Context: an optimization exercise on an open-source flow, tuned for a short achievable clock period and few clock cycles. The choices shown serve that exercise and are no tape-out recipe. Only simulation tests tie the RTL to the original design; equivalence was not proved. Power figures rest on the tool's default switching activity, not on a simulated workload.

[flow/flow/run.sh]
#!/bin/bash
set -euo pipefail
cd "$(dirname "$0")/.."
MARGIN=$(cat flow/setup_margin.txt)
bash standard.sh SETUP_SLACK_MARGIN=$MARGIN finish > flow_make.log 2>&1
[flow/flow/setup_margin.txt]
8.5
[flow/standard.sh]
#!/bin/bash
# synth_recipe.tcl (not shown) runs the flow's synth.tcl, then flattens the netlist and writes it again
# the make line also repeats each setting of config.mk as NAME=value (left out here)
make -C /OpenROAD-flow-scripts/flow DESIGN_CONFIG=/design/flow/config.mk WORK_HOME=/design/flow/orfs CLKGATE_MAP_FILE= SYNTH_SCRIPT=/design/flow/synth_recipe.tcl "${@:-finish}"
[flow/config.mk]
export PLATFORM = sky130hd
export DESIGN_NAME = MultiCPU
export DESIGN_NICKNAME = MultiCPU
export VERILOG_FILES = /design/flow/design.v
export SDC_FILE = /design/flow/constraint.sdc
export NUM_CORES = 8
export LEC_CHECK = 0
export CAP_MARGIN = 30
export CELL_PAD_IN_SITES_DETAIL_PLACEMENT = 1
export CELL_PAD_IN_SITES_GLOBAL_PLACEMENT = 1
export CORE_MARGIN = 2
export CORE_UTILIZATION = 40
export PLACE_DENSITY = 0.55
export SLEW_MARGIN = 30
export SYNTH_HIERARCHICAL = 1
export SYNTH_MINIMUM_KEEP_SIZE = 0
[flow/constraint.sdc]
create_clock -name core_clock -period 13.0 [get_ports {clk}]
set_input_delay 2.6000 -clock core_clock [delete_from_list [all_inputs] [get_ports {clk}]]
set_output_delay 2.6000 -clock core_clock [all_outputs]
set_load 0.01 [all_outputs]
[flow/design.v]
`timescale 1ns / 1ps
module CpuInc(
    input  [31:0] pc,
    output [31:0] p2,
    output [31:0] p4
    );
    assign p2 = pc + 32'd2;
    assign p4 = pc + 32'd4;
endmodule
module CpuAdd #(parameter W = 32) (
    input  [W-1:0] a,
    input  [W-1:0] b,
    input          cin,
    output [W-1:0] s,
    output         cout
    );
    localparam L = (W <= 2) ? 1 : (W <= 4) ? 2 : (W <= 8) ? 3 : (W <= 16) ? 4 : (W <= 32) ? 5 : 6;
    wire [W-1:0] p0 = a ^ b;
    wire [W-1:0] g0 = a & b;
    wire [(L+1)*W-1:0] G, P;
    assign G[W-1:0] = {g0[W-1:1], g0[0] | (p0[0] & cin)};
    assign P[W-1:0] = p0;
    genvar k, i;
    generate
        for (k = 0; k < L; k = k + 1) begin : lvl
            for (i = 0; i < W; i = i + 1) begin : bt
                if (i >= (1 << k)) begin : comb
                    assign G[(k+1)*W + i] = G[k*W + i] | (P[k*W + i] & G[k*W + i - (1 << k)]);
                    assign P[(k+1)*W + i] = P[k*W + i] & P[k*W + i - (1 << k)];
                end else begin : ps
                    assign G[(k+1)*W + i] = G[k*W + i];
                    assign P[(k+1)*W + i] = P[k*W + i];
                end
            end
        end
    endgenerate
    wire [W-1:0] c = {G[L*W +: W-1], cin};      
    assign s    = p0 ^ c;
    assign cout = G[L*W + W-1];
endmodule
module CpuAddN(
    input  [31:0] a,
    input  [31:0] b,
    output [31:0] s
    );
    assign s = a + b;
endmodule
module CpuSubN(
    input  [31:0] a,
    input  [31:0] b,
    output [31:0] d,
    output        lo
    );
    wire [32:0] t = {1'b0, a} - {1'b0, b};
    assign d  = t[31:0];
    assign lo = t[32];
endmodule
`timescale 1ns / 1ps
module CpuExe(
    input  [31:0] opA,           
    input  [31:0] opB,
    input  [31:0] resW0,         
    input  [31:0] resW1,
    input  [31:0] cW0,           
    input  [31:0] cW1,
    input         fAw1, fAw0, fAr,   
    input         fBw1, fBw0, fBr,
    input  [4:0]  shE,           
    input         bgE,
    input         fSw1, fSw0,    
    input  [31:0] imm,           
    input         oAdd, oSub, oAnd, oOr, oXor, oNor, oSlt, oSltu, oSll, oSr, oSra, oImm,
    input         ld,            
    input  [31:0] Data_in,
    input  [5:0]  k,             
    input  [31:0] kq,
    output [31:0] res,
    output [31:0] resR,          
    output [31:0] resS,
    output [31:0] sum,           
    output        eq,            
    output        sgn,           
    output        condF          
    );
    wire [31:0] A = fAw1 ? resW1 : fAw0 ? resW0 : opA;
    wire [31:0] B = fBw1 ? resW1 : fBw0 ? resW0 : opB;
    wire [4:0]  sh  = fSw1 ? resW1[4:0] : fSw0 ? resW0[4:0] : shE;
    wire        big = fSw1 ? |resW1[31:5] : fSw0 ? |resW0[31:5] : bgE;
    wire [31:0] dif, rest;
    wire        ltu;
    CpuAddN adS(.a(A), .b(B), .s(sum));
    CpuSubN adD(.a(A), .b(B), .d(dif), .lo(ltu));
    CpuAluR alr(.A(A), .B(B), .sh(sh), .big(big), .imm(imm),
                .oAnd(oAnd), .oOr(oOr), .oXor(oXor), .oNor(oNor), .oSll(oSll), .oSr(oSr),
                .oSra(oSra), .oImm(oImm), .ld(ld), .Data_in(Data_in), .rest(rest));
    wire        lts  = (A[31] ^ B[31]) ? A[31] : dif[31];
    wire [31:0] alu  = ({32{oAdd}} & sum) | ({32{oSub}} & dif) |
                       {31'd0, (oSlt & lts) | (oSltu & ltu)} | rest;
    assign res  = alu;
    assign resR = alu;
    assign resS = alu;
    wire e_rr = (opA == opB), e_r0 = (opA == cW0), e_r1 = (opA == cW1);
    wire e_0r = (cW0 == opB), e_1r = (cW1 == opB), e_01 = (cW0 == cW1);
    assign eq = (fAr  & ((fBr & e_rr) | (fBw0 & e_r0) | (fBw1 & e_r1))) |
                (fAw0 & ((fBr & e_0r) | fBw0 | (fBw1 & e_01))) |
                (fAw1 & ((fBr & e_1r) | (fBw0 & e_01) | fBw1));
    assign sgn = A[31];
    wire kq_r = (opA == kq), kq_0 = (cW0 == kq), kq_1 = (cW1 == kq);
    wire eqK  = (fAr & kq_r) | (fAw0 & kq_0) | (fAw1 & kq_1);
    wire an_r = ((opA & opB) == 32'd0), an_0 = ((cW0 & opB) == 32'd0), an_1 = ((cW1 & opB) == 32'd0);
    wire zAB  = (fAr & an_r) | (fAw0 & an_0) | (fAw1 & an_1);
    wire ak_r = ((opA & kq) == 32'd0), ak_0 = ((cW0 & kq) == 32'd0), ak_1 = ((cW1 & kq) == 32'd0);
    wire zAK  = (fAr & ak_r) | (fAw0 & ak_0) | (fAw1 & ak_1);
    wire z_r  = (opA == 32'd0), z_0 = (cW0 == 32'd0), z_1 = (cW1 == 32'd0), zb_r = (opB == 32'd0);
    wire zA   = (fAr & z_r) | (fAw0 & z_0) | (fAw1 & z_1);
    wire zB   = (fBr & zb_r) | (fBw0 & z_0) | (fBw1 & z_1);
    assign condF = (k[5] & eq) | (k[4] & eqK) | (k[3] & zAB) | (k[2] & zAK) | (k[1] & zA & zB);
endmodule
module CpuAluR(
    input  [31:0] A,
    input  [31:0] B,
    input  [4:0]  sh,
    input         big,
    input  [31:0] imm,
    input         oAnd, oOr, oXor, oNor, oSll, oSr, oSra, oImm,
    input         ld,
    input  [31:0] Data_in,
    output [31:0] rest
    );
    wire [31:0] shl  = big ? 32'd0 : (A << sh);
    wire        fill = oSra & A[31];
    wire [63:0] srw  = {{32{fill}}, A} >> sh;
    wire [31:0] shr  = big ? {32{fill}} : srw[31:0];
    assign rest = ({32{oAnd}} & (A & B)) | ({32{oOr}} & (A | B)) |
                  ({32{oXor}} & (A ^ B)) | ({32{oNor}} & ~(A | B)) |
                  ({32{oSll}} & shl) | ({32{oSr}} & shr) |
                  ({32{oImm}} & imm) | ({32{ld}} & Data_in);
endmodule
`timescale 1ns / 1ps
module CpuRd(
    input  [32*32-1:0] rf,       
    input  [4:0]       r,
    input  [31:1]      oh,
    input  [4:0]       rdW0,
    input  [31:0]      resW0,
    input  [4:0]       rdW1,
    input  [31:0]      resW1,
    output [31:0]      v
    );
    reg [31:0] acc;
    integer k;
    always @(*) begin
        acc = 32'd0;
        for (k = 1; k < 32; k = k + 1)
            acc = acc | ({32{oh[k]}} & rf[k*32 +: 32]);
    end
    wire w1 = (rdW1 != 5'd0) && (rdW1 == r);
    wire w0 = (rdW0 != 5'd0) && (rdW0 == r) && !w1;
    assign v = w1 ? resW1 : w0 ? resW0 : acc;
endmodule
module CpuAgu(
    input  [32*32-1:0] rf,
    input  [4:0]       r,
    input  [31:1]      oh,
    input  [4:0]       rdW0,
    input  [31:0]      resW0,
    input  [4:0]       rdW1,
    input  [31:0]      resW1,
    input  [11:0]      off,
    output [31:0]      v,
    output [11:0]      ad
    );
    reg [31:0] acc;
    integer k;
    always @(*) begin
        acc = 32'd0;
        for (k = 1; k < 32; k = k + 1)
            acc = acc | ({32{oh[k]}} & rf[k*32 +: 32]);
    end
    wire w1 = (rdW1 != 5'd0) && (rdW1 == r);
    wire w0 = (rdW0 != 5'd0) && (rdW0 == r) && !w1;
    assign v  = w1 ? resW1 : w0 ? resW0 : acc;
    wire [11:0] ad1, ad0, adr;
    wire        c1, c0, cr;
    CpuAdd #(12) a1(.a(resW1[11:0]), .b(off), .cin(1'b0), .s(ad1), .cout(c1));
    CpuAdd #(12) a0(.a(resW0[11:0]), .b(off), .cin(1'b0), .s(ad0), .cout(c0));
    CpuAdd #(12) ar(.a(acc[11:0]),   .b(off), .cin(1'b0), .s(adr), .cout(cr));
    assign ad = w1 ? ad1 : w0 ? ad0 : adr;
endmodule
`timescale 1ns / 1ps
module CpuDec(
    input  [31:0] ir,
    output [4:0]  rs,
    output [4:0]  rt,
    output [4:0]  dst,           
    output        usesRs,
    output        usesRt,
    output        isLd,
    output        isSt,
    output        isJr,          
    output        isJ,           
    output        isBeq,
    output        isBne,
    output        isBgez,
    output        isBr,          
    output        isCtl,         
    output        isSh,          
    output        isIalu,
    output        isLui,
    output        oImm,          
    output [31:0] simm,
    output [2:0]  ctl,           
    output [5:0]  fk,            
    output        oAdd, oSub, oAnd, oOr, oXor, oNor, oSlt, oSltu, oSll, oSr, oSra
    );
    wire [5:0] op = ir[31:26];
    wire [5:0] fn = ir[5:0];
    assign rs   = ir[25:21];
    assign rt   = ir[20:16];
    assign simm = {{16{ir[15]}}, ir[15:0]};
    wire isR    = (op == 6'h00);
    assign isJr   = isR && (fn[5:1] == 5'b00100);
    wire   isJalr = isR && (fn == 6'h09);
    assign isSh   = isR && ((fn == 6'h00) || (fn == 6'h02) || (fn == 6'h03));
    wire   isRalu = isR && !isJr;
    assign isIalu = (op == 6'h08) || (op == 6'h0A) || (op == 6'h0B) ||
                    (op == 6'h0C) || (op == 6'h0D) || (op == 6'h0E);
    assign isLui  = (op == 6'h0F);
    assign isLd   = (op[5:3] == 3'b100);
    assign isSt   = (op[5:3] == 3'b101);
    assign isBeq  = (op == 6'h04);
    assign isBne  = (op == 6'h05);
    assign isBgez = (op == 6'h01);
    wire   isJ0   = (op == 6'h02);
    wire   isJal  = (op == 6'h03);
    assign isJ    = isJ0 | isJal;
    assign isBr   = isBeq | isBne | isBgez;
    assign isCtl  = isBr | isJ | isJr;
    assign oImm   = isLui | isJal | isJalr | isBgez;
    assign dst = isRalu ? ir[15:11] :
                 (isIalu | isLui | isLd) ? rt :
                 (isJal | isJalr | isBgez) ? 5'd31 : 5'd0;
    assign usesRs = !(isLui | isJ);
    assign usesRt = (isRalu && !isSh) | isBeq | isBne | isSt | isJr;
    reg [2:0] c;
    always @(*) begin
        case (op[2:0])
            3'b011: c = 3'b000;      
            3'b010: c = 3'b001;      
            3'b001: c = 3'b111;      
            3'b000: c = 3'b110;      
            3'b101: c = 3'b101;      
            3'b100: c = 3'b100;      
            default: c = 3'b000;
        endcase
    end
    assign ctl = c;
    reg a, s, n, o, x, nr, lt, ltu, sl, sr, sra;
    always @(*) begin
        {a, s, n, o, x, nr, lt, ltu, sl, sr, sra} = 11'b0;
        if (isRalu) begin
            case (fn)
                6'h22: s = 1'b1;
                6'h24: n = 1'b1;
                6'h25: o = 1'b1;
                6'h26: x = 1'b1;
                6'h27: nr = 1'b1;
                6'h2A: lt = 1'b1;
                6'h2B: ltu = 1'b1;
                6'h04, 6'h00: sl = 1'b1;
                6'h06, 6'h02: sr = 1'b1;
                6'h07, 6'h03: begin sr = 1'b1; sra = 1'b1; end
                default: a = 1'b1;
            endcase
        end else if (isIalu) begin
            case (op)
                6'h0A: lt = 1'b1;
                6'h0B: ltu = 1'b1;
                6'h0C: n = 1'b1;
                6'h0D: o = 1'b1;
                6'h0E: x = 1'b1;
                default: a = 1'b1;
            endcase
        end
    end
    assign fk = {s | x, a & isIalu, n & isIalu, isSh, o, 1'b0};
    assign {oAdd, oSub, oAnd, oOr, oXor, oNor, oSlt, oSltu, oSll, oSr, oSra} =
           {a, s, n, o, x, nr, lt, ltu, sl, sr, sra};
endmodule
`timescale 1ns / 1ps
module MultiCPU(
    input clk,
    input reset,
    input [31:0] Data_in,
    output mem_w,
    output [2:0] RAMCtrl,
    output [31:0] Data_out,
    output [31:0] Addr_out
    );
    localparam LB = 5;               
    localparam NB = 1 << LB;         
    localparam TW = 10 - LB;         
    localparam LIM = 40;             
    integer i, e;
    reg  [31:0] pcF;
    reg  [10:0] fa;                  
    reg         mpend;
    reg  [31:0] mpc;
    reg         memE;                
    reg  [31:0] aout;
    reg  [2:0]  ctlE;
    reg         v0, v1;
    reg  [31:0] ir0, ir1, pc0, pc1, pn0, pn1;
    reg  [31:1] os0, ot0, os1, ot1;   
    reg  [4:0]  rdE0, rdE1;
    reg  [31:0] opA0, opB0, imE0, opA1, opB1, imE1;
    reg         fA0w0, fA0w1, fB0w0, fB0w1, fA1w0, fA1w1, fB1w0, fB1w1;
    reg         fA0r, fB0r, fA1r, fB1r;   
    reg  [4:0]  shE0, shE1;          
    reg         bgE0, bgE1;
    reg         fS0w0, fS0w1, fS1w0, fS1w1;
    reg  [11:0] fnE0, fnE1;          
    reg         ldE0, ldE1, stE0, stE1;
    reg  [31:0] opD0, opD1;          
    reg         fD0w0, fD0w1, fD1w0, fD1w1;
    reg  [2:0]  ctlS;                
    reg         stW;                 
    reg  [31:0] dataW;
    reg         jrw;
    reg  [31:0] jrX, jrY;
    reg         bEq, bNe, bGez, bAlw, bJr, cslot;
    reg         bNv;                 
    reg         vE1;                 
    reg         tZ, tN, mZ, mN, sZ, sN, skE;
    reg         nc;                  
    reg  [31:0] tgtE, fallE, pnE;
    reg  [10:0] pidxE;               
    reg         fusE;
    reg  [5:0]  kE;
    reg  [31:0] kq;
    reg  [4:0]  rdW0, rdW1;
    reg  [31:0] resW0, resW1;
    reg  [4:0]  rdR0, rdR1, rdS0, rdS1;
    reg  [31:0] resR0, resR1, resS0, resS1;
    wire [31:0] resER0, resER1, resES0, resES1;
    reg  [32*32-1:0] rf;             
    reg  [32*32-1:0] rg;
    reg         rstq;
    reg  [NB-1:0]    cv0, cv1;
    reg  [TW*NB-1:0] cg0, cg1;       
    reg  [32*NB-1:0] cd0, cd1;
    localparam NE = 8;
    reg  [NE-1:0]    bv;
    reg  [11*NE-1:0] bpc, btg;
    reg  [11*NE-1:0] bpm;            
    reg  [2*NE-1:0]  bct;
    reg  [2:0]       brr;            
    reg         fv;
    reg  [10:0] fad;
    reg  [31:0] fdat;
    wire [10:0] iF   = pcF[11:1];
    wire [LB-1:0] x1 = iF[LB:1];
    wire [LB-1:0] x0 = iF[LB:1] + iF[0];
    wire [31:0] pc2F, pc4F;
    CpuInc incF(.pc(pcF), .p2(pc2F), .p4(pc4F));
    wire [TW-1:0] tg2 = iF[10:LB+1] + {{(TW-1){1'b0}}, &iF[LB:0]};   
    wire        rv0 = cv0[x0];
    wire [TW-1:0] rg0 = cg0[x0*TW +: TW];
    wire [31:0] rd0 = cd0[x0*32 +: 32];
    wire        rv1 = cv1[x1];
    wire [TW-1:0] rg1 = cg1[x1*TW +: TW];
    wire [31:0] rd1 = cd1[x1*32 +: 32];
    wire        sw   = iF[0];
    wire        ev0  = sw ? rv1 : rv0;
    wire [TW-1:0] eg0 = sw ? rg1 : rg0;
    wire [31:0] ed0  = sw ? rd1 : rd0;
    wire        ev1  = sw ? rv0 : rv1;
    wire [TW-1:0] eg1 = sw ? rg0 : rg1;
    wire [31:0] ed1  = sw ? rd0 : rd1;
    wire        hit0 = ev0 && (eg0 == iF[10:LB+1]);
    wire        hit1 = ev1 && (eg1 == tg2);
    wire        byp  = !memE && (fa == iF);
    wire        fv0  = (hit0 | byp) & !mpend;
    wire [31:0] fi0  = byp ? Data_in : ed0;
    reg  [31:1] ofs0, oft0, ofs1, oft1;
    always @(*) begin
        for (e = 1; e < 32; e = e + 1) begin
            ofs0[e] = (fi0[25:21] == e);
            oft0[e] = (fi0[20:16] == e);
            ofs1[e] = (ed1[25:21] == e);
            oft1[e] = (ed1[20:16] == e);
        end
    end
    reg         pt0, pt1;
    reg  [10:0] et0, et1;
    always @(*) begin
        pt0 = 1'b0; pt1 = 1'b0; et0 = 11'd0; et1 = 11'd0;
        for (e = 0; e < NE; e = e + 1) begin
            if (bv[e] && bpc[e*11 +: 11] == iF) begin
                pt0 = pt0 | bct[e*2+1];
                et0 = et0 | btg[e*11 +: 11];
            end
            if (bv[e] && bpm[e*11 +: 11] == iF) begin
                pt1 = pt1 | bct[e*2+1];
                et1 = et1 | btg[e*11 +: 11];
            end
        end
    end
    wire        fv1  = fv0 & !pt0 & hit1 & !byp;
    wire [31:0] pnF0 = pt0 ? {pcF[31:12], et0, 1'b0} : pc2F;
    wire [31:0] pnF1 = pt1 ? {pc2F[31:12], et1, 1'b0} : pc4F;
    wire        fpres = fa[0] ? (cv1[fa[LB:1]] && (cg1[fa[LB:1]*TW +: TW] == fa[10:LB+1]))
                              : (cv0[fa[LB:1]] && (cg0[fa[LB:1]*TW +: TW] == fa[10:LB+1]));
    wire        fillEn = !memE && !fpres;
    wire [4:0]  rsa, rta, dsa, rsb, rtb, dsb;
    wire        uRsa, uRta, ldA, stA, jrA, jA, beqA, bneA, bgzA, brA, ctA, shA, iaA, luA, imA;
    wire        uRsb, uRtb, ldB, stB, jrB, jB, beqB, bneB, bgzB, brB, ctB, shB, iaB, luB, imB;
    wire [31:0] simA, simB;
    wire [2:0]  mcA, mcB;
    wire [10:0] fnA, fnB;
    wire [5:0]  fkA, fkB;
    CpuDec decA(.ir(ir0), .rs(rsa), .rt(rta), .dst(dsa), .usesRs(uRsa), .usesRt(uRta),
                .isLd(ldA), .isSt(stA), .isJr(jrA), .isJ(jA), .isBeq(beqA), .isBne(bneA),
                .isBgez(bgzA), .isBr(brA), .isCtl(ctA), .isSh(shA), .isIalu(iaA), .isLui(luA),
                .oImm(imA), .simm(simA), .ctl(mcA), .fk(fkA),
                .oAdd(fnA[10]), .oSub(fnA[9]), .oAnd(fnA[8]), .oOr(fnA[7]), .oXor(fnA[6]),
                .oNor(fnA[5]), .oSlt(fnA[4]), .oSltu(fnA[3]), .oSll(fnA[2]), .oSr(fnA[1]),
                .oSra(fnA[0]));
    CpuDec decB(.ir(ir1), .rs(rsb), .rt(rtb), .dst(dsb), .usesRs(uRsb), .usesRt(uRtb),
                .isLd(ldB), .isSt(stB), .isJr(jrB), .isJ(jB), .isBeq(beqB), .isBne(bneB),
                .isBgez(bgzB), .isBr(brB), .isCtl(ctB), .isSh(shB), .isIalu(iaB), .isLui(luB),
                .oImm(imB), .simm(simB), .ctl(mcB), .fk(fkB),
                .oAdd(fnB[10]), .oSub(fnB[9]), .oAnd(fnB[8]), .oOr(fnB[7]), .oXor(fnB[6]),
                .oNor(fnB[5]), .oSlt(fnB[4]), .oSltu(fnB[3]), .oSll(fnB[2]), .oSr(fnB[1]),
                .oSra(fnB[0]));
    wire [31:0] rsVa, rtVa, rsVb, rtVb;
    wire [11:0] ldAdA, ldAdB;
    CpuAgu rpa(.rf(rf), .r(rsa), .oh(os0), .rdW0(rdW0), .resW0(resW0), .rdW1(rdW1), .resW1(resW1),
               .off(simA[11:0]), .v(rsVa), .ad(ldAdA));
    CpuRd rpb(.rf(rf), .r(rta), .oh(ot0), .rdW0(rdW0), .resW0(resW0), .rdW1(rdW1), .resW1(resW1), .v(rtVa));
    CpuAgu rpc(.rf(rg), .r(rsb), .oh(os1), .rdW0(rdW0), .resW0(resW0), .rdW1(rdW1), .resW1(resW1),
               .off(simB[11:0]), .v(rsVb), .ad(ldAdB));
    CpuRd rpd(.rf(rg), .r(rtb), .oh(ot1), .rdW0(rdW0), .resW0(resW0), .rdW1(rdW1), .resW1(resW1), .v(rtVb));
    wire hE0sa = (rdE0 != 5'd0) && (rdE0 == rsa);
    wire hE1sa = (rdE1 != 5'd0) && (rdE1 == rsa);
    wire hE0ta = (rdE0 != 5'd0) && (rdE0 == rta);
    wire hE1ta = (rdE1 != 5'd0) && (rdE1 == rta);
    wire hE0sb = (rdE0 != 5'd0) && (rdE0 == rsb);
    wire hE1sb = (rdE1 != 5'd0) && (rdE1 == rsb);
    wire hE0tb = (rdE0 != 5'd0) && (rdE0 == rtb);
    wire hE1tb = (rdE1 != 5'd0) && (rdE1 == rtb);
    wire stInE = stE0 | stE1;
    wire agiA = ((ldA | jrA) && (hE0sa || hE1sa || (jrA && (hE0ta || hE1ta)))) || (ldA && stInE);
    wire agiB = ((ldB | jrB) && (hE0sb || hE1sb || (jrB && (hE0tb || hE1tb)))) || (ldB && stInE);
    wire slowA = jrA && (rta != 5'd0);       
    wire slowB = jrB && (rtb != 5'd0);
    wire memA = ldA | stA;
    wire memB = ldB | stB;
    wire vsA = (fnA[2] | fnA[1]) & !shA;     
    wire vsB = (fnB[2] | fnB[1]) & !shB;
    wire rawBA = (dsa != 5'd0) && ((uRsb && rsb == dsa) || (uRtb && rtb == dsa));
    wire fuseB = (beqB | bneB) && (dsa != 5'd0) && (|fkA) &&
                 ((rsb == dsa && rtb == 5'd0) || (rtb == dsa && rsb == 5'd0));
    wire iss0 = v0 && !agiA && !(slowA && !jrw);
    wire iss1 = iss0 && v1 && !agiB && !slowB && (!rawBA || fuseB) &&
                !(memA && memB && !(ldA && stB)) && !(ctA && ctB);
    wire [31:0] jrS  = jrX + jrY;
    wire [31:0] pc2a = pc0 + 32'd2;
    wire [31:0] pc2b = pc1 + 32'd2;
    wire [31:0] btgA = {pc0[31:1], 1'b1} + {simA[30:0], 1'b1};    
    wire [31:0] btgB = {pc1[31:1], 1'b1} + {simB[30:0], 1'b1};
    wire [31:0] tgtA  = jA ? {pc2a[31:27], ir0[25:0], 1'b0} : brA ? btgA : jrw ? jrS : rsVa;
    wire [31:0] tgtB  = jB ? {pc2b[31:27], ir1[25:0], 1'b0} : brB ? btgB : rsVb;
    wire [31:0] resE0, resE1, sum0, sum1;
    wire        eq0, eq1, sg0, sg1, condF, cf1;
    CpuExe ex0(.opA(opA0), .opB(opB0), .resW0(resW0), .resW1(resW1), .cW0(resS0), .cW1(resS1),
               .fAw1(fA0w1), .fAw0(fA0w0), .fAr(fA0r), .fBw1(fB0w1), .fBw0(fB0w0), .fBr(fB0r),
               .shE(shE0), .bgE(bgE0), .fSw1(fS0w1), .fSw0(fS0w0), .imm(imE0),
               .oAdd(fnE0[11]), .oSub(fnE0[10]), .oAnd(fnE0[9]), .oOr(fnE0[8]), .oXor(fnE0[7]),
               .oNor(fnE0[6]), .oSlt(fnE0[5]), .oSltu(fnE0[4]), .oSll(fnE0[3]), .oSr(fnE0[2]),
               .oSra(fnE0[1]), .oImm(fnE0[0]), .ld(ldE0), .Data_in(Data_in), .k(kE), .kq(kq),
               .res(resE0), .resR(resER0), .resS(resES0), .sum(sum0), .eq(eq0), .sgn(sg0), .condF(condF));
    CpuExe ex1(.opA(opA1), .opB(opB1), .resW0(resW0), .resW1(resW1), .cW0(resR0), .cW1(resR1),
               .fAw1(fA1w1), .fAw0(fA1w0), .fAr(fA1r), .fBw1(fB1w1), .fBw0(fB1w0), .fBr(fB1r),
               .shE(shE1), .bgE(bgE1), .fSw1(fS1w1), .fSw0(fS1w0), .imm(imE1),
               .oAdd(fnE1[11]), .oSub(fnE1[10]), .oAnd(fnE1[9]), .oOr(fnE1[8]), .oXor(fnE1[7]),
               .oNor(fnE1[6]), .oSlt(fnE1[5]), .oSltu(fnE1[4]), .oSll(fnE1[3]), .oSr(fnE1[2]),
               .oSra(fnE1[1]), .oImm(fnE1[0]), .ld(ldE1), .Data_in(Data_in), .k(6'd0), .kq(32'd0),
               .res(resE1), .resR(resER1), .resS(resES1), .sum(sum1), .eq(eq1), .sgn(sg1), .condF(cf1));
    wire [31:0] D0    = fD0w1 ? resW1 : fD0w0 ? resW0 : opD0;
    wire [31:0] D1    = fD1w1 ? resW1 : fD1w0 ? resW0 : opD1;
    wire        eqC   = fusE ? condF : cslot ? eq1 : eq0;
    wire        sgC   = cslot ? sg1 : sg0;
    wire        cnd   = bGez ? ~sgC : eqC;
    wire        taken = cnd ? tZ : tN;
    wire        misp  = bJr ? (tgtE != pnE) : cnd ? mZ : mN;
    wire        shTk  = cnd ? sZ : sN;
    wire        shAct = skE;
    wire        null0 = shTk | nc;                    
    wire [31:0] redir = taken ? tgtE : fallE;
    wire        kill1 = misp & ~cslot;
    reg         updEn, updAlw, updTk;
    reg  [10:0] updIdx, updTgt;
    reg  [NE-1:0] um;
    reg  [1:0]  uct;
    always @(*) begin
        uct = 2'b00;
        for (e = 0; e < NE; e = e + 1) begin
            um[e] = bv[e] && (bpc[e*11 +: 11] == updIdx);
            if (um[e]) uct = uct | bct[e*2 +: 2];
        end
    end
    wire        uhit = |um;
    wire [1:0]  unew = updAlw ? 2'b11 :
                       updTk ? ((uct == 2'b11) ? 2'b11 : uct + 2'd1) :
                               ((uct == 2'b00) ? 2'b00 : uct - 2'd1);
    wire [31:0] tgtD  = cA ? tgtA : tgtB;
    wire [31:0] pnD   = cA ? pn0 : pn1;
    wire [31:0] fallD = cA ? pc2a : pc2b;
    wire [31:0] tgtDn = cA ? (jA ? {pc2a[31:27], ir0[25:0], 1'b0} : btgA) :
                             (jB ? {pc2b[31:27], ir1[25:0], 1'b0} : btgB);
    wire        eqTd  = (tgtDn == pnD);
    wire        eqFd  = (fallD == pnD);
    wire        tZd   = cA ? (jA | jrA | beqA | bgzA) : (jB | jrB | beqB | bgzB);
    wire        tNd   = cA ? (jA | jrA | bneA) : (jB | jrB | bneB);
    wire        bShD  = cA ? (brA && ir0[15:0] == 16'd1) : (brB && ir1[15:0] == 16'd1);
    wire        shD   = bShD & eqFd & (!cA | !iss1);
    wire        bnvD  = iss0 && !misp && cA && null0;
    wire keep2  = v0 && !iss0 && v1;         
    wire keepS0 = v0 && !iss0 && !v1;        
    wire shift1 = iss0 && !iss1 && v1;       
    wire r1     = keepS0 | shift1;
    wire r0     = !keep2 && !r1;
    wire e0     = r0 || r1;
    wire e1     = r0 && !byp && !pt0;
    wire [31:0] pcSpec = e1 ? pnF1 : e0 ? pnF0 : pcF;
    wire mev    = !mpend && ((e0 && !(hit0 | byp)) || (e1 && !hit1));
    wire [31:0] pcFix  = (hit0 | byp) ? pc2F : pcF;
    wire [10:0] fan = mpend ? fa :
                      (!hit0 && !byp) ? iF :
                      (e1 && !hit1) ? pc2F[11:1] :
                      (!memE && ((fa - iF) < LIM)) ? fa + 11'd1 : fa;
    wire        selLd  = (iss0 && ldA) || (iss1 && ldB);
    wire        ldSp   = ((v0 && ldA) || (v1 && ldB)) && !stInE;
    wire        selCtl = (iss0 && ctA) || (iss1 && ctB);
    wire        cA     = iss0 && ctA;        
    wire        go0    = iss0 && !misp && !null0;
    wire        go1    = iss1 && !misp;
    wire        goC    = selCtl && !misp && !(cA && null0);
    always @(posedge clk or posedge reset) begin
        if (reset) begin
            pcF  <= 32'd0;
            fa   <= 11'd0;
            fv   <= 1'b0;
            mpend <= 1'b0;
            mpc  <= 32'd0;
            memE <= 1'b0;
            aout <= 32'd0;
            ctlE <= 3'b000;
            stW  <= 1'b0;
            jrw  <= 1'b0;
            v0   <= 1'b0;
            v1   <= 1'b0;
            rdE0 <= 5'd0;
            rdE1 <= 5'd0;
            ldE0 <= 1'b0;
            ldE1 <= 1'b0;
            stE0 <= 1'b0;
            stE1 <= 1'b0;
            bEq <= 1'b0; bNe <= 1'b0; bGez <= 1'b0; bAlw <= 1'b0; bJr <= 1'b0;
            bNv <= 1'b0; vE1 <= 1'b0; nc <= 1'b0;
            updEn <= 1'b0;
            bv    <= {NE{1'b0}};
            brr   <= 3'd0;
            rdW0 <= 5'd0;
            rdW1 <= 5'd0;
            rdR0 <= 5'd0;
            rdR1 <= 5'd0;
            rdS0 <= 5'd0;
            rdS1 <= 5'd0;
            cv0  <= {NB{1'b0}};
            cv1  <= {NB{1'b0}};
        end else begin
            if (misp) begin
                pcF <= redir;
                v0  <= 1'b0;
                v1  <= 1'b0;
            end else begin
                pcF <= mpend ? mpc : pcSpec;
                v0 <= keep2 | r1 | fv0;
                v1 <= keep2 | (r1 ? fv0 : fv1);
            end
            mpend <= !misp && mev;
            mpc   <= pcFix;
            fa   <= fan;
            memE <= stInE | ldSp;
            aout <= ldSp ? {20'd0, (v0 && ldA) ? ldAdA : ldAdB} :
                    stE0 ? sum0 : stE1 ? sum1 : {20'd0, fan, 1'b0};
            ctlE <= ldSp ? ((v0 && ldA) ? mcA : mcB) : stInE ? ctlS : 3'b000;
            stW  <= stE0 | (stE1 & ~kill1);
            jrw  <= !misp && v0 && slowA && !agiA && !jrw;
            fv   <= fillEn;
            if (fv) begin
                if (fad[0]) cv1[fad[LB:1]] <= 1'b1;
                else        cv0[fad[LB:1]] <= 1'b1;
            end
            rdE0 <= go0 ? dsa : 5'd0;
            rdE1 <= go1 ? dsb : 5'd0;
            ldE0 <= go0 & ldA;
            ldE1 <= go1 & ldB;
            stE0 <= go0 & stA;
            stE1 <= go1 & stB;
            bEq  <= goC & (cA ? beqA : beqB);
            bNe  <= goC & (cA ? bneA : bneB);
            bGez <= goC & (cA ? bgzA : bgzB);
            bAlw <= goC & (cA ? (jA | jrA) : (jB | jrB));
            bJr  <= goC & (cA ? jrA : jrB);
            bNv  <= iss0 && !misp && cA && null0;
            vE1  <= go1;
            nc   <= !misp && null0 && !iss0;
            updEn <= (bEq | bNe | bGez | bAlw) & ~shAct;
            if (updEn && !uhit && updTk) begin
                bv[brr] <= 1'b1;
                brr <= brr + 3'd1;
            end
            rdW0 <= rdE0;
            rdW1 <= kill1 ? 5'd0 : rdE1;
            rdR0 <= rdE0;
            rdR1 <= kill1 ? 5'd0 : rdE1;
            rdS0 <= rdE0;
            rdS1 <= kill1 ? 5'd0 : rdE1;
        end
    end
    always @(posedge clk) begin
        rstq <= reset;
        if (rstq) begin
            rf <= {32*32{1'b0}};
            rg <= {32*32{1'b0}};
        end else
            for (i = 1; i < 32; i = i + 1) begin
                if (rdR1 == i)      rf[i*32 +: 32] <= resR1;
                else if (rdR0 == i) rf[i*32 +: 32] <= resR0;
                if (rdS1 == i)      rg[i*32 +: 32] <= resS1;
                else if (rdS0 == i) rg[i*32 +: 32] <= resS0;
            end
    end
    always @(posedge clk) begin
        if (r0) begin
            ir0 <= fi0;  pc0 <= pcF;  pn0 <= pnF0; os0 <= ofs0; ot0 <= oft0;
            ir1 <= ed1;  pc1 <= pc2F; pn1 <= pnF1; os1 <= ofs1; ot1 <= oft1;
        end else if (r1) begin
            if (shift1) begin
                ir0 <= ir1; pc0 <= pc1; pn0 <= pn1; os0 <= os1; ot0 <= ot1;
            end
            ir1 <= fi0;  pc1 <= pcF;  pn1 <= pnF0; os1 <= ofs0; ot1 <= oft0;
        end
        opA0 <= rsVa;
        opB0 <= shA ? {27'd0, ir0[10:6]} : (iaA | stA) ? simA : rtVa;
        opD0 <= rtVa;
        fD0w1 <= hE1ta;
        fD0w0 <= hE0ta && !hE1ta;
        imE0 <= luA ? {ir0[15:0], 16'd0} : pc2a;
        fA0w1 <= hE1sa;
        fA0w0 <= hE0sa && !hE1sa;
        fA0r  <= !hE0sa && !hE1sa;
        fB0w1 <= hE1ta && !(shA | iaA | stA);
        fB0w0 <= hE0ta && !hE1ta && !(shA | iaA | stA);
        fB0r  <= !(hE0ta || hE1ta) || (shA | iaA | stA);
        shE0  <= shA ? ir0[10:6] : rtVa[4:0];
        bgE0  <= !shA && (|rtVa[31:5]);
        fS0w1 <= hE1ta && vsA;
        fS0w0 <= hE0ta && !hE1ta && vsA;
        fnE0 <= {fnA, imA};
        opA1 <= rsVb;
        opB1 <= shB ? {27'd0, ir1[10:6]} : (iaB | stB) ? simB : rtVb;
        opD1 <= rtVb;
        fD1w1 <= hE1tb;
        fD1w0 <= hE0tb && !hE1tb;
        ctlS <= (iss0 && stA) ? mcA : mcB;
        if (v0 && slowA && !jrw) begin
            jrX <= rsVa;
            jrY <= rtVa;
        end
        imE1 <= luB ? {ir1[15:0], 16'd0} : pc2b;
        fA1w1 <= hE1sb;
        fA1w0 <= hE0sb && !hE1sb;
        fA1r  <= !hE0sb && !hE1sb;
        fB1w1 <= hE1tb && !(shB | iaB | stB);
        fB1w0 <= hE0tb && !hE1tb && !(shB | iaB | stB);
        fB1r  <= !(hE0tb || hE1tb) || (shB | iaB | stB);
        shE1  <= shB ? ir1[10:6] : rtVb[4:0];
        bgE1  <= !shB && (|rtVb[31:5]);
        fS1w1 <= hE1tb && vsB;
        fS1w0 <= hE0tb && !hE1tb && vsB;
        fnE1 <= {fnB, imB};
        dataW <= stE0 ? D0 : D1;
        cslot <= !cA;
        fusE  <= !cA && fuseB && !null0;
        tZ <= goC & (cA ? (jA | jrA | beqA | bgzA) : (jB | jrB | beqB | bgzB));
        tN <= goC & (cA ? (jA | jrA | bneA) : (jB | jrB | bneB));
        mZ <= bnvD ? ~eqFd : goC & (tZd ? ~eqTd & ~shD : ~eqFd);
        mN <= bnvD ? ~eqFd : goC & (tNd ? ~eqTd & ~shD : ~eqFd);
        sZ <= goC & shD & tZd;
        sN <= goC & shD & tNd;
        skE <= goC & shD;
        kE    <= fkA;
        kq    <= fkA[4] ? (32'd0 - simA) : fnA[2] ? (32'hFFFFFFFF >> ir0[10:6]) : (32'hFFFFFFFF << ir0[10:6]);
        tgtE  <= cA ? tgtA : tgtB;
        fallE <= cA ? pc2a : pc2b;
        pnE   <= cA ? pn0 : pn1;
        pidxE <= cA ? pc0[11:1] : pc1[11:1];
        resW0 <= resE0;
        resW1 <= resE1;
        resR0 <= resER0;
        resR1 <= resER1;
        resS0 <= resES0;
        resS1 <= resES1;
        for (i = 0; i < NE; i = i + 1) begin
            if (updEn && uhit && um[i]) begin
                bct[i*2 +: 2] <= unew;
                if (updTk) btg[i*11 +: 11] <= updTgt;
            end else if (updEn && !uhit && updTk && brr == i) begin
                bpc[i*11 +: 11] <= updIdx;
                bpm[i*11 +: 11] <= updIdx - 11'd1;
                btg[i*11 +: 11] <= updTgt;
                bct[i*2 +: 2]   <= updAlw ? 2'b11 : 2'b10;
            end
        end
        updAlw <= bAlw;
        updTk  <= taken;
        updIdx <= pidxE;
        updTgt <= tgtE[11:1];
        fad  <= fa;
        fdat <= Data_in;
        for (i = 0; i < NB; i = i + 1) begin
            if (fv && fad[0] == 1'b0 && fad[LB:1] == i) begin
                cd0[i*32 +: 32] <= fdat;
                cg0[i*TW +: TW] <= fad[10:LB+1];
            end
            if (fv && fad[0] == 1'b1 && fad[LB:1] == i) begin
                cd1[i*32 +: 32] <= fdat;
                cg1[i*TW +: TW] <= fad[10:LB+1];
            end
        end
    end
    assign Addr_out = aout;
    assign RAMCtrl  = ctlE;
    assign mem_w    = stW;
    assign Data_out = dataW;
endmodule
==> results of run 1 <==
==> per-stage QoR <==
step | instances | power [uW] | utilization [%] | hold WS [ns] | setup slack, ns
detailed placement | 38200 | 59100 | 42.2 | 0.313 | 5.70
CTS | 40000 | 83400 | 46.7 | 0.328 | 8.28
floorplan | 29000 | 42500 | - | 0.310 | 7.41
finish | 40600 | 86800 | 47.5 | 0.328 | 8.17
global route | 40300 | 87700 | 47.5 | 0.335 | 8.23
global placement | 38200 | 58800 | 42.0 | 0.311 | 5.37
==> where the power goes <==
group          internal (uW)  switching (uW)  total (uW)
sequential             22200            2410       24600
combinational          13800           27700       41500
clock                  11600            9030       20700
==> worst min-delay path by stage <==
stage                        endpoint              from  depth (start not counted)
floorplan           updIdx[0]$_DFF_P_  pidxE[0]$_DFF_P_                          0
CTS                 updIdx[4]$_DFF_P_  pidxE[4]$_DFF_P_                          0
global placement    updIdx[4]$_DFF_P_  pidxE[4]$_DFF_P_                          0
detailed placement  updIdx[4]$_DFF_P_  pidxE[4]$_DFF_P_                          0
finish              updIdx[7]$_DFF_P_  pidxE[7]$_DFF_P_                          0
global route        updIdx[4]$_DFF_P_  pidxE[4]$_DFF_P_                          0
==> worst register-to-register path, stage by stage, from the launching register on <==
cell and delay, ns:
edfxtp_1 0.37, buf_4 0.29, buf_4 0.54, a22oi_1 0.28, nand4_1 0.24, nor2_4 0.34, nand2_2 0.23, ha_4 0.32
and4_1 0.20, a21o_1 0.19, o21a_1 0.16, nor2_1 0.11, xnor2_1 0.16, mux2i_1 0.15, o21ai_2 0.20, mux2i_4 0.13
a21oi_2 0.20, a21oi_2 0.04, o21ai_1 0.14, buf_4 0.23, o221a_2 0.22
==> flip-flops by register name (all words and copies together) (netlist names), 88 cells and up <==
register  count
cg0         160
cd1        1024
rf          992
cg1         160
bpm          88
rg          992
cd0        1024
bpc          88
btg          88
==> layer usage <==
layer	part of all wire (%)	global-route usage, %	wire [um]
met3	11	15.2	221000
met4	11	42.6	219000
met1	36	55.8	711000
met2	42	68.6	834000
met5	0.046	0.137	911
==> what timing repair did <==
item,in CTS,in global routing
cloned,70,50
pin swaps,182,161
endpoints found under the setup margin,1017,555
setup buffers,422,192
resized for setup,1567,580
==> final cells by class <==
cell class,count,area [um^2],share of cell area (%)
Clock buffer,923,19100,5.06
Timing Repair Buffer,2184,24300,6.45
Tap cell,10500,13200,3.50
Timing Repair inverter,2,16.3,0.00432
Antenna cell,365,913,0.242
Inverter,443,1730,0.459
Multi-Input combinational cell,19800,161000,42.7
Clock inverter,356,4520,1.20
Sequential cell,5995,152000,40.3
==> results_dict.tcl, run 1 <==
set metrics [dict create \
    num_io_pins 102 \
    hold_violations 0 \
    worst_skew_pair.late_latency_ns 1.29 \
    timing.critical_path.buf_inv 3 \
    routed_via_density 7.19 \
    critPathMostFrequentCell "buf_4" \
    hpwlAfterDp_mm 1260 \
    wire_length_of_the_first_global_routing_pass_mm 2580 \
    crit_path_end_kind "register" \
    num-nets-final 29900 \
    hold_path.class "reg -> reg" \
    static-leakage-power_uw 0.141 \
    ff2ff_setup_slack_ns 8.17 \
    grt_pass1_vias 277000 \
    num-fill-cells 82200 \
    criticalPathCategory "reg -> reg" \
    ratio_of_total_power_to_cell_area_nw_per_um2 230 \
    drc 0 \
    final_common_cell "edfxtp_1" \
    reg2reg_to "aout[7]$_DFF_PP0_" \
    placed_cell_area_um2 334000 \
    final.min_clock_period_ns 4.83 \
    worst_setup_hold_path_clk_slew_ns 0.06 \
    max-cap-violations 0 \
    max_freq_mhz 207 \
    cts_num_sinks 5995 \
    synthesis.area_um2 318000 \
    floorplan.initialDensity_pct 40.1 \
    cts_inserted_buffers 694 \
    path_cells "buf_4 > buf_4 > a22oi_1 > nand4_1 > nor2_4 > nand2_2 > ha_4 > and4_1 > a21o_1 > o21a_1 > nor2_1 > xnor2_1 > mux2i_1 > o21ai_2 > mux2i_4 > a21oi_2 > a21oi_2 > o21ai_1 > buf_4 > o221a_2" \
    max-clock-path-buffers 4 \
    ir_drop_mv 0.187 \
    most-common-layout-cells "edfxtp_1 (3028), nor2_1 (2925), mux2i_1 (2758)" \
    cts-root-buf "clkbuf_16" \
    finish.instance_area_um2 377000 \
    first_pass_iters 9 \
    postCtsHoldBufs 0 \
    area_growth_pct 18.5 \
    fp-row-count 327 \
    reg2reg_path_depth 20 \
    num_vias 292000 \
    htreeDepth 6 \
    launching_point_of_the_worst_reg2reg_path "os0[23]$_DFFE_PP_" \
    path_max_fanout 12 \
    die_w_um 895 \
    kind_of_launch_point_of_the_worst_setup_path "register" \
    max_slew_margin_pct 14.3 \
    postSynthAreaPerCell_um2 10.9 \
    min_period_over_period_pct 37.1 \
    syn_inst 29000 \
    antenna_found_initial 266 \
    antenna_nets_post_route 0 \
    average_detailed_routed_wire_length_per_instance_um 48.9 \
    grt.total_usage_pct 47.3 \
    gp_routability_congestion 1.06 \
    globalRouteOverflowTotal 0 \
    synth.yosys.warnings 10 \
    worst_slew_pin_slew_ns 1.29 \
    routed_wl_mm 1990 \
    portBuffers 101 \
    die_h_um 895 \
    drt_iter0_drc 42800 \
    crit_start "os0[23]$_DFFE_PP_" \
    gate_family_responsible_for_the_most_delay_along_the_worst_path "compound AO/OA/AOI/OAI gates" \
    status "timing/DRC/antenna clean" \
    worst_path_largest_cell_delay_ns 0.43 \
    required_ns 14.12 \
    tritoncts "done" \
    timing_max_transition_violations_final 0 \
    grt_start_max_net_pins 197 \
    cp_slowest_cell "buf_4" \
    setup_viol 0 \
    final.setup_skew_ns 0.137 \
    drive_gt1_share_pct 19.4 \
    fp.dieArea_um2 802000 \
    timing.setup.tns_ns 0 \
    worst-path-stages 20 \
    fp.coreArea_um2 793000 \
    critical_path_at_ns 5.95 \
    endpoint "aout[7]$_DFF_PP0_" \
    rsz_0062_raised_after_global_routing "true" \
]
Testbench counts, summed over its fixed seeds: cycles 26,377.
==> inputs of run 2 (changes only) <==
--- a/flow/design.v
+++ b/flow/design.v
@@ -77,6 +77,7 @@
     output [31:0] res,
     output [31:0] resR,          
     output [31:0] resS,
+    output [31:0] resC,          
     output [31:0] sum,           
     output        eq,            
     output        sgn,           
@@ -99,6 +100,7 @@
     assign res  = alu;
     assign resR = alu;
     assign resS = alu;
+    assign resC = alu;
     wire e_rr = (opA == opB), e_r0 = (opA == cW0), e_r1 = (opA == cW1);
     wire e_0r = (cW0 == opB), e_1r = (cW1 == opB), e_01 = (cW0 == cW1);
     assign eq = (fAr  & ((fBr & e_rr) | (fBw0 & e_r0) | (fBw1 & e_r1))) |
@@ -343,6 +345,8 @@
     reg  [4:0]  rdR0, rdR1, rdS0, rdS1;
     reg  [31:0] resR0, resR1, resS0, resS1;
     wire [31:0] resER0, resER1, resES0, resES1;
+    reg  [31:0] resC0, resC1;        
+    wire [31:0] resEC0, resEC1;
     reg  [32*32-1:0] rf;             
     reg  [32*32-1:0] rg;
     reg         rstq;
@@ -473,20 +477,20 @@
     wire [31:0] tgtB  = jB ? {pc2b[31:27], ir1[25:0], 1'b0} : brB ? btgB : rsVb;
     wire [31:0] resE0, resE1, sum0, sum1;
     wire        eq0, eq1, sg0, sg1, condF, cf1;
-    CpuExe ex0(.opA(opA0), .opB(opB0), .resW0(resW0), .resW1(resW1), .cW0(resS0), .cW1(resS1),
+    CpuExe ex0(.opA(opA0), .opB(opB0), .resW0(resW0), .resW1(resW1), .cW0(resC0), .cW1(resC1),
                .fAw1(fA0w1), .fAw0(fA0w0), .fAr(fA0r), .fBw1(fB0w1), .fBw0(fB0w0), .fBr(fB0r),
                .shE(shE0), .bgE(bgE0), .fSw1(fS0w1), .fSw0(fS0w0), .imm(imE0),
                .oAdd(fnE0[11]), .oSub(fnE0[10]), .oAnd(fnE0[9]), .oOr(fnE0[8]), .oXor(fnE0[7]),
                .oNor(fnE0[6]), .oSlt(fnE0[5]), .oSltu(fnE0[4]), .oSll(fnE0[3]), .oSr(fnE0[2]),
                .oSra(fnE0[1]), .oImm(fnE0[0]), .ld(ldE0), .Data_in(Data_in), .k(kE), .kq(kq),
-               .res(resE0), .resR(resER0), .resS(resES0), .sum(sum0), .eq(eq0), .sgn(sg0), .condF(condF));
-    CpuExe ex1(.opA(opA1), .opB(opB1), .resW0(resW0), .resW1(resW1), .cW0(resR0), .cW1(resR1),
+               .res(resE0), .resR(resER0), .resS(resES0), .resC(resEC0), .sum(sum0), .eq(eq0), .sgn(sg0), .condF(condF));
+    CpuExe ex1(.opA(opA1), .opB(opB1), .resW0(resW0), .resW1(resW1), .cW0(resC0), .cW1(resC1),
                .fAw1(fA1w1), .fAw0(fA1w0), .fAr(fA1r), .fBw1(fB1w1), .fBw0(fB1w0), .fBr(fB1r),
                .shE(shE1), .bgE(bgE1), .fSw1(fS1w1), .fSw0(fS1w0), .imm(imE1),
                .oAdd(fnE1[11]), .oSub(fnE1[10]), .oAnd(fnE1[9]), .oOr(fnE1[8]), .oXor(fnE1[7]),
                .oNor(fnE1[6]), .oSlt(fnE1[5]), .oSltu(fnE1[4]), .oSll(fnE1[3]), .oSr(fnE1[2]),
                .oSra(fnE1[1]), .oImm(fnE1[0]), .ld(ldE1), .Data_in(Data_in), .k(6'd0), .kq(32'd0),
-               .res(resE1), .resR(resER1), .resS(resES1), .sum(sum1), .eq(eq1), .sgn(sg1), .condF(cf1));
+               .res(resE1), .resR(resER1), .resS(resES1), .resC(resEC1), .sum(sum1), .eq(eq1), .sgn(sg1), .condF(cf1));
     wire [31:0] D0    = fD0w1 ? resW1 : fD0w0 ? resW0 : opD0;
     wire [31:0] D1    = fD1w1 ? resW1 : fD1w0 ? resW0 : opD1;
     wire        eqC   = fusE ? condF : cslot ? eq1 : eq0;
@@ -534,6 +538,10 @@
     wire e0     = r0 || r1;
     wire e1     = r0 && !byp && !pt0;
     wire [31:0] pcSpec = e1 ? pnF1 : e0 ? pnF0 : pcF;
+    wire        jrM   = bJr & (tgtE != pnE);
+    wire [31:0] pcNx  = mpend ? mpc : pcSpec;
+    wire [31:0] pcZ   = (!bJr & mZ) ? (tZ ? tgtE : fallE) : pcNx;
+    wire [31:0] pcN   = (!bJr & mN) ? (tN ? tgtE : fallE) : pcNx;
     wire mev    = !mpend && ((e0 && !(hit0 | byp)) || (e1 && !hit1));
     wire [31:0] pcFix  = (hit0 | byp) ? pc2F : pcF;
     wire [10:0] fan = mpend ? fa :
@@ -581,12 +589,11 @@
             cv0  <= {NB{1'b0}};
             cv1  <= {NB{1'b0}};
         end else begin
+            pcF <= jrM ? tgtE : cnd ? pcZ : pcN;
             if (misp) begin
-                pcF <= redir;
                 v0  <= 1'b0;
                 v1  <= 1'b0;
             end else begin
-                pcF <= mpend ? mpc : pcSpec;
                 v0 <= keep2 | r1 | fv0;
                 v1 <= keep2 | (r1 ? fv0 : fv1);
             end
@@ -715,6 +722,8 @@
         resR1 <= resER1;
         resS0 <= resES0;
         resS1 <= resES1;
+        resC0 <= resEC0;
+        resC1 <= resEC1;
         for (i = 0; i < NE; i = i + 1) begin
             if (updEn && uhit && um[i]) begin
                 bct[i*2 +: 2] <= unew;
==> run 2 against run 1 <==
  * Sequential share of layout area up 0.50 points
  * Global-route usage fell by 1.8 points
  * First-iteration DRC count down 5.7%
  * Total power down 0.31%
  * Critical endpoint is now bgE1$_DFF_P_
  * Largest power group unchanged
==> results_dict.tcl, run 2 <==
set metrics [dict create \
    first_pass_iters 10 \
    rsz_0062_raised_after_global_routing "true" \
    postSynthAreaPerCell_um2 10.9 \
    final_common_cell "edfxtp_1" \
    hold_violations 0 \
    max-clock-path-buffers 4 \
    routed_wl_mm 1930 \
    path_cells "buf_12 > a22o_1 > a221oi_1 > nand4_1 > nor4_1 > o31ai_1 > nor4_2 > and4_1 > a41oi_1" \
    average_detailed_routed_wire_length_per_instance_um 47.4 \
    critical_path_at_ns 5.73 \
    sequential_cell_area_um2 153000 \
    num_vias 288000 \
    floorplan.initialDensity_pct 40.2 \
    cts-root-buf "clkbuf_16" \
    worst_slew_pin_slew_ns 1.21 \
    ir_drop_mv 0.196 \
    ratio_of_total_power_to_cell_area_nw_per_um2 231 \
    kind_of_launch_point_of_the_worst_setup_path "register" \
    timing.setup.tns_ns 0 \
    die_h_um 900 \
    cts_num_sinks 6059 \
    status "timing/DRC/antenna clean" \
    whs_path_depth 0 \
    worst_path_largest_cell_delay_ns 0.90 \
    final.setup_skew_ns 0.131 \
    reg2reg_path_depth 9 \
    worst_skew_pair.late_latency_ns 1.27 \
    fp.coreArea_um2 799000 \
    die_w_um 900 \
    hpwlAfterDp_mm 1240 \
    antenna_nets_post_route 0 \
    top_regs "cd0 x1024, cd1 x1024" \
    htreeDepth 6 \
    switching_share_pct 44.9 \
    path_max_fanout 29 \
    comb_power_share_pct 46.7 \
    final.min_clock_period_ns 4.80 \
    report.power.total_uw 86500 \
    power.switching_uw 38900 \
    wire_length_of_the_first_global_routing_pass_mm 2530 \
    syn_inst 29300 \
    num-nets-final 29900 \
    setup_viol 0 \
    max_freq_mhz 208 \
    grt_pass1_vias 276000 \
    power_frac_seq_pct 29.7 \
    routed_via_density 7.09 \
    drt_iter0_drc 40300 \
    num_io_pins 102 \
    grt_start_max_net_pins 196 \
    max-cap-violations 0 \
    timing_max_transition_violations_final 0 \
    static-leakage-power_uw 0.139 \
    cp_slowest_cell "nor4_1" \
    drc 0 \
    gp_routability_congestion 1.03 \
    required_ns 13.93 \
    fp.dieArea_um2 809000 \
    antenna_found_initial 196 \
    tritoncts "done" \
    multiInputGateArea_um2 162000 \
    synth.yosys.warnings 10 \
    drive_gt1_share_pct 18.2 \
    postCtsHoldBufs 0 \
    grt.total_usage_pct 45.4 \
    most-common-layout-cells "edfxtp_1 (3028), nor2_1 (2926), mux2i_1 (2841)" \
    power.share.clock_pct 23.7 \
    crit_path_end_kind "register" \
    min_period_over_period_pct 36.9 \
    area_growth_pct 16.9 \
    hold_path.class "reg -> reg" \
    globalRouteOverflowTotal 0 \
    portBuffers 101 \
    worst_setup_hold_path_clk_slew_ns 0.06 \
    max_slew_margin_pct 19.0 \
    num-fill-cells 83100 \
    criticalPathCategory "reg -> reg" \
    cellInternalPower_uw 47600 \
    fp-row-count 328 \
    cts_inserted_buffers 692 \
    synthesis.area_um2 321000 \
]
run 2: stage by stage:
step	area (um^2)	hold WS [ns]	instances	setup WS, ns	utilization, %
after floorplan	321000	0.310	29300	7.49	-
after global placement	335000	0.312	38400	5.02	41.9
after detailed placement	336000	0.314	38400	5.64	42.1
after CTS	368000	0.329	40000	8.32	46.1
after global routing	375000	0.336	40400	8.27	46.9
final	375000	0.328	40600	8.20	47.0
run 2: repair_timing:
| action | 4_1_cts | 5_1_grt |
|---|---|---|
| pin swaps | 132 | 192 |
| resized for setup | 1257 | 661 |
| gates cloned | 58 | 34 |
| buffers inserted | 272 | 160 |
| setup endpoints to repair | 1065 | 616 |
run 2: final timing paths:
check | start | slack (ns) | endpoint
worst max-delay path | ot1[7]$_DFFE_PN_ | 8.20 | bgE1$_DFF_P_
worst min-delay path | pidxE[5]$_DFF_P_ | 0.33 | updIdx[5]$_DFF_P_
worst max register to register | ot1[7]$_DFFE_PN_ | 8.20 | bgE1$_DFF_P_
worst min register to register | pidxE[5]$_DFF_P_ | 0.33 | updIdx[5]$_DFF_P_
max in group asynchronous | reset | 8.77 | cv0[7]$_DFFE_PP0P_
min in group asynchronous | reset | 2.10 | aout[26]$_DFF_PP0_
run 2: metal layers:
metal,vias to the layer above,global-route usage [%],share of wire [%]
met5,-,0.147,0.045
met3,6302,11.5,10
met4,66,37.9,10
met2,19800,67.8,43
li1,112000,-,-
met1,150000,55.3,37
run 2: critical path: cells and delay by family (launching register included):
kind / cells / cell delay, ns
compound gates: 4 / 1.19
buf+inv: 1 / 0.43
flops: 1 / 0.84
simple gates: 4 / 1.95
run 2: cell type report:
class | instances | area share, %
Antenna cell | 408 | 0.272
Clock buffer | 927 | 5.11
Clock inverter | 345 | 1.09
Inverter | 428 | 0.444
Multi-Input combinational cell | 20000 | 43.2
Sequential cell | 6059 | 40.8
Tap cell | 10600 | 3.52
Timing Repair Buffer | 1920 | 5.55
Timing Repair inverter | 1 | 0.00200
run 2: power groups by stage:
stage	logic (uW)	clock network [uW]	registers, uW
floorplan	18800	0	23900
global placement	32500	0	26100
detailed placement	32800	0	26100
CTS	36900	20600	25500
global route	40800	21300	25600
finish	40400	20500	25700
Testbench counts of run 2, summed over its fixed seeds: cycles 26,377.
==> inputs of run 3 (changes only) <==
--- a/flow/config.mk
+++ b/flow/config.mk
@@ -10,7 +10,7 @@
 export CELL_PAD_IN_SITES_GLOBAL_PLACEMENT = 1
 export CORE_MARGIN = 2
 export CORE_UTILIZATION = 40
-export PLACE_DENSITY = 0.55
+export PLACE_DENSITY = 0.45
 export SLEW_MARGIN = 30
 export SYNTH_HIERARCHICAL = 1
 export SYNTH_MINIMUM_KEEP_SIZE = 0
==> run 3 against run 2 <==
  * Setup slack improved by 0.022 ns
  * Area after synthesis did not move
  * Routed wire length fell by 0.70%
  * Highest routed layer unchanged
  * Largest cell class unchanged
  * Total power fell by 1.1%
  * First-iteration DRC count rose by 3.9%
  * Still clean
  * Critical path depth rose by 4
  * Sequential share of layout area rose by 0.15 points
  * Count of clock-buffer cells in the layout rose by 57
  * Hold slack got worse by 0.00050 ns
  * Via count fell by 0.42%
==> results_dict.tcl, run 3 <==
set metrics [dict create \
    status "timing/DRC/antenna clean" \
    max_slew_margin_pct 19.6 \
    hold_path.class "reg -> reg" \
    cts_inserted_buffers 698 \
    worst_skew_pair.late_latency_ns 1.23 \
    final_core_util_pct 46.8 \
    grt_start_max_net_pins 181 \
    final.min_clock_period_ns 4.78 \
    fp-row-count 328 \
    rsz_0062_raised_after_global_routing "true" \
    grt_pass1_vias 274000 \
    top_regs "cd0 x1024, cd1 x1024" \
    tritoncts "done" \
    ir_drop_mv 0.173 \
    drc 0 \
    timing.setup.tns_ns 0 \
    kind_of_launch_point_of_the_worst_setup_path "register" \
    num-fill-cells 83400 \
    routed_wl_mm 1910 \
    required_ns 14.03 \
    worst_slack_ns 8.22 \
    antenna_nets_post_route 0 \
    ratio_of_total_power_to_cell_area_nw_per_um2 229 \
    static-leakage-power_uw 0.139 \
    postSynthAreaPerCell_um2 10.9 \
    floorplan.initialDensity_pct 40.2 \
    gp_routability_congestion 1.05 \
    globalRouteOverflowTotal 0 \
    htreeDepth 6 \
    placed_cell_area_um2 336000 \
    cts_num_sinks 6059 \
    final.setup_skew_ns 0.0946 \
    syn_inst 29300 \
    grt.total_usage_pct 45.3 \
    first_pass_iters 7 \
    fp.coreArea_um2 799000 \
    hpwlAfterDp_mm 1230 \
    average_detailed_routed_wire_length_per_instance_um 47.0 \
    fin_hold_ws_ns 0.328 \
    crit_path_end_kind "register" \
    timing_max_transition_violations_final 0 \
    criticalPathCategory "reg -> reg" \
    wire_length_of_the_first_global_routing_pass_mm 2520 \
    postCtsHoldBufs 0 \
    hold_violations 0 \
    cp_slowest_cell "nor4_4" \
    max_freq_mhz 209 \
    die_w_um 900 \
    max-clock-path-buffers 4 \
    drive_gt1_share_pct 17.8 \
    finish.instance_area_um2 373000 \
    routed_via_density 7.05 \
    max-cap-violations 0 \
    num-nets-final 29900 \
    worst_slew_pin_slew_ns 1.20 \
    critical_path_at_ns 5.80 \
    synthesis.area_um2 321000 \
    path_cells "buf_4 > nor4_4 > nand4_1 > o22a_1 > buf_4 > nor3b_1 > buf_4 > nand2_1 > o21ai_2 > nor2_1 > a31oi_1 > a221o_1 > buf_4" \
    min_period_over_period_pct 36.7 \
    num_vias 287000 \
    critPathMostFrequentCell "buf_4" \
    num_io_pins 102 \
    fp.dieArea_um2 809000 \
    worst_setup_hold_path_clk_slew_ns 0.07 \
    cts-root-buf "clkbuf_16" \
    path_max_fanout 13 \
    synth.yosys.warnings 10 \
    area_growth_pct 16.4 \
    place_ws_ns 5.62 \
    worst_path_largest_cell_delay_ns 0.51 \
    die_h_um 900 \
    portBuffers 101 \
    antenna_found_initial 253 \
    drt_iter0_drc 41900 \
    setup_viol 0 \
    most-common-layout-cells "edfxtp_1 (3028), nor2_1 (2935), mux2i_1 (2842)" \
    final_common_cell "edfxtp_1" \
]
-- run 3: worst max-delay path, delay by kind of cell, from the launching register on --
kind	cells	cell delay, ns
AND/OR/NAND/NOR	5	1.61
AO/OA/AOI/OAI	4	1.49
flip-flops	1	0.31
buffers and inverters	4	1.09
-- run 3: cell type report --
cell class              instances  area (um^2)  area share (%)
well taps                   10600        13200            3.54
multi-input cells           20000       161000            43.1
diodes                        457         1140           0.306
inverters                     428         1680           0.449
clock inverters               305         3580           0.958
repair buffers               1949        19800            5.31
repair inverters                2         13.8         0.00369
flip-flops and latches       6059       153000            41.0
clock buffers                 984        19900            5.32
-- run 3: where the power goes --
| part | switching [uW] | internal [uW] |
|---|---|---|
| Sequential | 3030 | 22300 |
| Combinational | 26100 | 13500 |
| Clock | 8990 | 11600 |
| Total | 38100 | 47400 |
-- run 3: path summary, 6_finish.rpt --
kind                                  start  slack (ns)            endpoint  depth (start not counted)
max                        resW1[5]$_DFF_P_        8.22    resS1[7]$_DFF_P_                         13
min                        pidxE[8]$_DFF_P_        0.33   updIdx[8]$_DFF_P_                          0
max reg2reg                resW1[5]$_DFF_P_        8.22    resS1[7]$_DFF_P_                         13
min reg2reg                pidxE[8]$_DFF_P_        0.33   updIdx[8]$_DFF_P_                          0
max in group asynchronous             reset        8.83    pcF[1]$_DFF_PP0_                          5
min in group asynchronous             reset        2.03  aout[18]$_DFF_PP0_                          2
-- run 3: metrics by stage --
step / std cells / total power (uW)
after floorplan: 29300 / 42800
after global placement: 38400 / 58600
after detailed placement: 38500 / 59000
after CTS: 40100 / 82700
after global routing: 40600 / 86900
final: 40700 / 85500
-- run 3: metal layers --
metal  wire, um  GRT usage [%]
met4     189000           37.5
met1     701000           54.7
met2     826000           67.4
met3     195000           12.5
met5        783         0.0294
-- run 3: repair_timing --
item                        CTS  global route
buffers inserted            261           171
gates cloned                 42            17
pin swaps                   126           172
setup endpoints to repair  1036           630
gates resized for setup    1190           472
==> inputs of run 4 (changes only) <==
--- a/flow/config.mk
+++ b/flow/config.mk
@@ -10,7 +10,7 @@
 export CELL_PAD_IN_SITES_GLOBAL_PLACEMENT = 1
 export CORE_MARGIN = 2
 export CORE_UTILIZATION = 40
-export PLACE_DENSITY = 0.45
+export PLACE_DENSITY = 0.5
 export SLEW_MARGIN = 30
 export SYNTH_HIERARCHICAL = 1
 export SYNTH_MINIMUM_KEEP_SIZE = 0
==> run 4 against run 3 <==
  * Still clean on timing, DRC and antenna
  * Sequential power about the same
  * Maximum frequency unchanged
  * Die area unchanged
  * Critical endpoint unchanged
  * Largest cell class unchanged
==> results_dict.tcl, run 4 <==
set metrics [dict create \
    status "timing/DRC/antenna clean" \
    max-cap-violations 0 \
    path_max_fanout 13 \
    postSynthAreaPerCell_um2 10.9 \
    most-common-layout-cells "edfxtp_1 (3028), nor2_1 (2935), mux2i_1 (2842)" \
    rsz_0062_raised_after_global_routing "true" \
    floorplan.initialDensity_pct 40.2 \
    crit_path_end_kind "register" \
    timing.critical_path.buf_inv 4 \
    die_w_um 900 \
    required_ns 14.03 \
    cts_inserted_buffers 698 \
    critical_path_at_ns 5.80 \
    reg2reg_path_depth 13 \
    grt_start_max_net_pins 181 \
    cp_slowest_cell "nor4_4" \
    max_freq_mhz 209 \
    fp.coreArea_um2 799000 \
    final.setup_skew_ns 0.0946 \
    setup_viol 0 \
    max_slew_margin_pct 19.6 \
    tritoncts "done" \
    kind_of_launch_point_of_the_worst_setup_path "register" \
    synthesis.area_um2 321000 \
    fp-row-count 328 \
    ff2ff_setup_slack_ns 8.22 \
    hold_violations 0 \
    postCtsHoldBufs 0 \
    syn_inst 29300 \
    max-clock-path-buffers 4 \
    drc 0 \
    final_common_cell "edfxtp_1" \
    synth.yosys.warnings 10 \
    path_cells "buf_4 > nor4_4 > nand4_1 > o22a_1 > buf_4 > nor3b_1 > buf_4 > nand2_1 > o21ai_2 > nor2_1 > a31oi_1 > a221o_1 > buf_4" \
    worst_slack_ns 8.22 \
    area_growth_pct 16.4 \
    grt_pass1_vias 274000 \
    whs_path_depth 0 \
    final.min_clock_period_ns 4.78 \
    min_period_over_period_pct 36.7 \
    final_core_util_pct 46.8 \
    num-nets-final 29900 \
    static-leakage-power_uw 0.139 \
    antenna_found_initial 253 \
    place_ws_ns 5.62 \
    wire_length_of_the_first_global_routing_pass_mm 2520 \
    grt.total_usage_pct 45.3 \
    gate_family_responsible_for_the_most_delay_along_the_worst_path "simple AND/OR/NAND/NOR gates" \
    worst_slew_pin_slew_ns 1.20 \
    average_detailed_routed_wire_length_per_instance_um 47.0 \
    routed_via_density 7.05 \
    portBuffers 101 \
    reg2reg_to "resS1[7]$_DFF_P_" \
    drive_gt1_share_pct 17.8 \
    num_vias 287000 \
    hpwlAfterDp_mm 1230 \
    globalRouteOverflowTotal 0 \
    antenna_nets_post_route 0 \
    timing.setup.tns_ns 0 \
    first_pass_iters 7 \
    worst_skew_pair.late_latency_ns 1.23 \
    launching_point_of_the_worst_reg2reg_path "resW1[5]$_DFF_P_" \
    routed_wl_mm 1910 \
    htreeDepth 6 \
    timing_max_transition_violations_final 0 \
    cts-root-buf "clkbuf_16" \
    die_h_um 900 \
    worst_hold_path.endpoint "updIdx[8]$_DFF_P_" \
    ir_drop_mv 0.173 \
    worstHoldStart "pidxE[8]$_DFF_P_" \
    criticalPathCategory "reg -> reg" \
    critPathMostFrequentCell "buf_4" \
    crit_start "resW1[5]$_DFF_P_" \
    gp_routability_congestion 1.05 \
    fp.dieArea_um2 809000 \
    hold_path.class "reg -> reg" \
    top_regs "cd0 x1024, cd1 x1024" \
    cts_num_sinks 6059 \
    num_io_pins 102 \
    worst_setup_hold_path_clk_slew_ns 0.07 \
    worst_path_largest_cell_delay_ns 0.51 \
    ratio_of_total_power_to_cell_area_nw_per_um2 229 \
    drt_iter0_drc 41900 \
]
==> run 4: repair_timing <==
action                     4_1_cts  5_1_grt
pin swaps                      126      172
buffers inserted               261      171
cloned                          42       17
gates resized for setup       1190      472
setup endpoints to repair     1036      630
==> run 4: layer usage <==
metal	global-route usage [%]	routed length, um	vias up
met5	0.0294	783	-
met4	37.5	189000	79
met3	12.5	195000	6298
met2	67.4	826000	19800
met1	54.7	701000	148000
li1	-	-	112000
==> run 4: layout make-up <==
type | instances | area [um^2]
Sequential cell | 6059 | 153000
Timing Repair inverter | 2 | 13.8
Multi-Input combinational cell | 20000 | 161000
Inverter | 428 | 1680
Timing Repair Buffer | 1949 | 19800
Clock buffer | 984 | 19900
Antenna cell | 457 | 1140
Fill cell | 83400 | 425000
Clock inverter | 305 | 3580
Tap cell | 10600 | 13200
==> run 4: worst max-delay path by stage <==
stage,endpoint,slack (ns),depth (start not counted)
3_3_place_gp,os0[11]$_DFFE_PP_,4.93,13
5_1_grt,pcF[20]$_DFF_PP0_,8.29,23
2_1_floorplan,aout[0]$_DFF_PP0_,7.49,1
4_1_cts,Addr_out[2],8.35,1
3_5_place_dp,os1[11]$_DFFE_PN_,5.62,15
6_report,resS1[7]$_DFF_P_,8.22,13
==> run 4: power breakdown <==
part / internal (uW) / switching (uW) / total, uW
clock: 11600 / 8990 / 20600
combinational: 13500 / 26100 / 39600
sequential: 22300 / 3030 / 25400
==> run 4: stage by stage <==
| stage | hold slack [ns] | area [um^2] | instances | total power [uW] |
|---|---|---|---|---|
| floorplan | 0.310 | 321000 | 29300 | 42800 |
| global placement | 0.314 | 335000 | 38400 | 58600 |
| detailed placement | 0.318 | 336000 | 38500 | 59000 |
| CTS | 0.328 | 368000 | 40100 | 82700 |
| global route | 0.337 | 373000 | 40600 | 86900 |
| finish | 0.328 | 373000 | 40700 | 85500 |

Setup slack of run 4, layout unchanged: 8.225 ns with ideal ports, 8.225 ns with driving cells assumed (clock clkbuf_16, inputs buf_2), 7.225 ns with port delays also shifted by the 1.356 ns mid clock arrival.
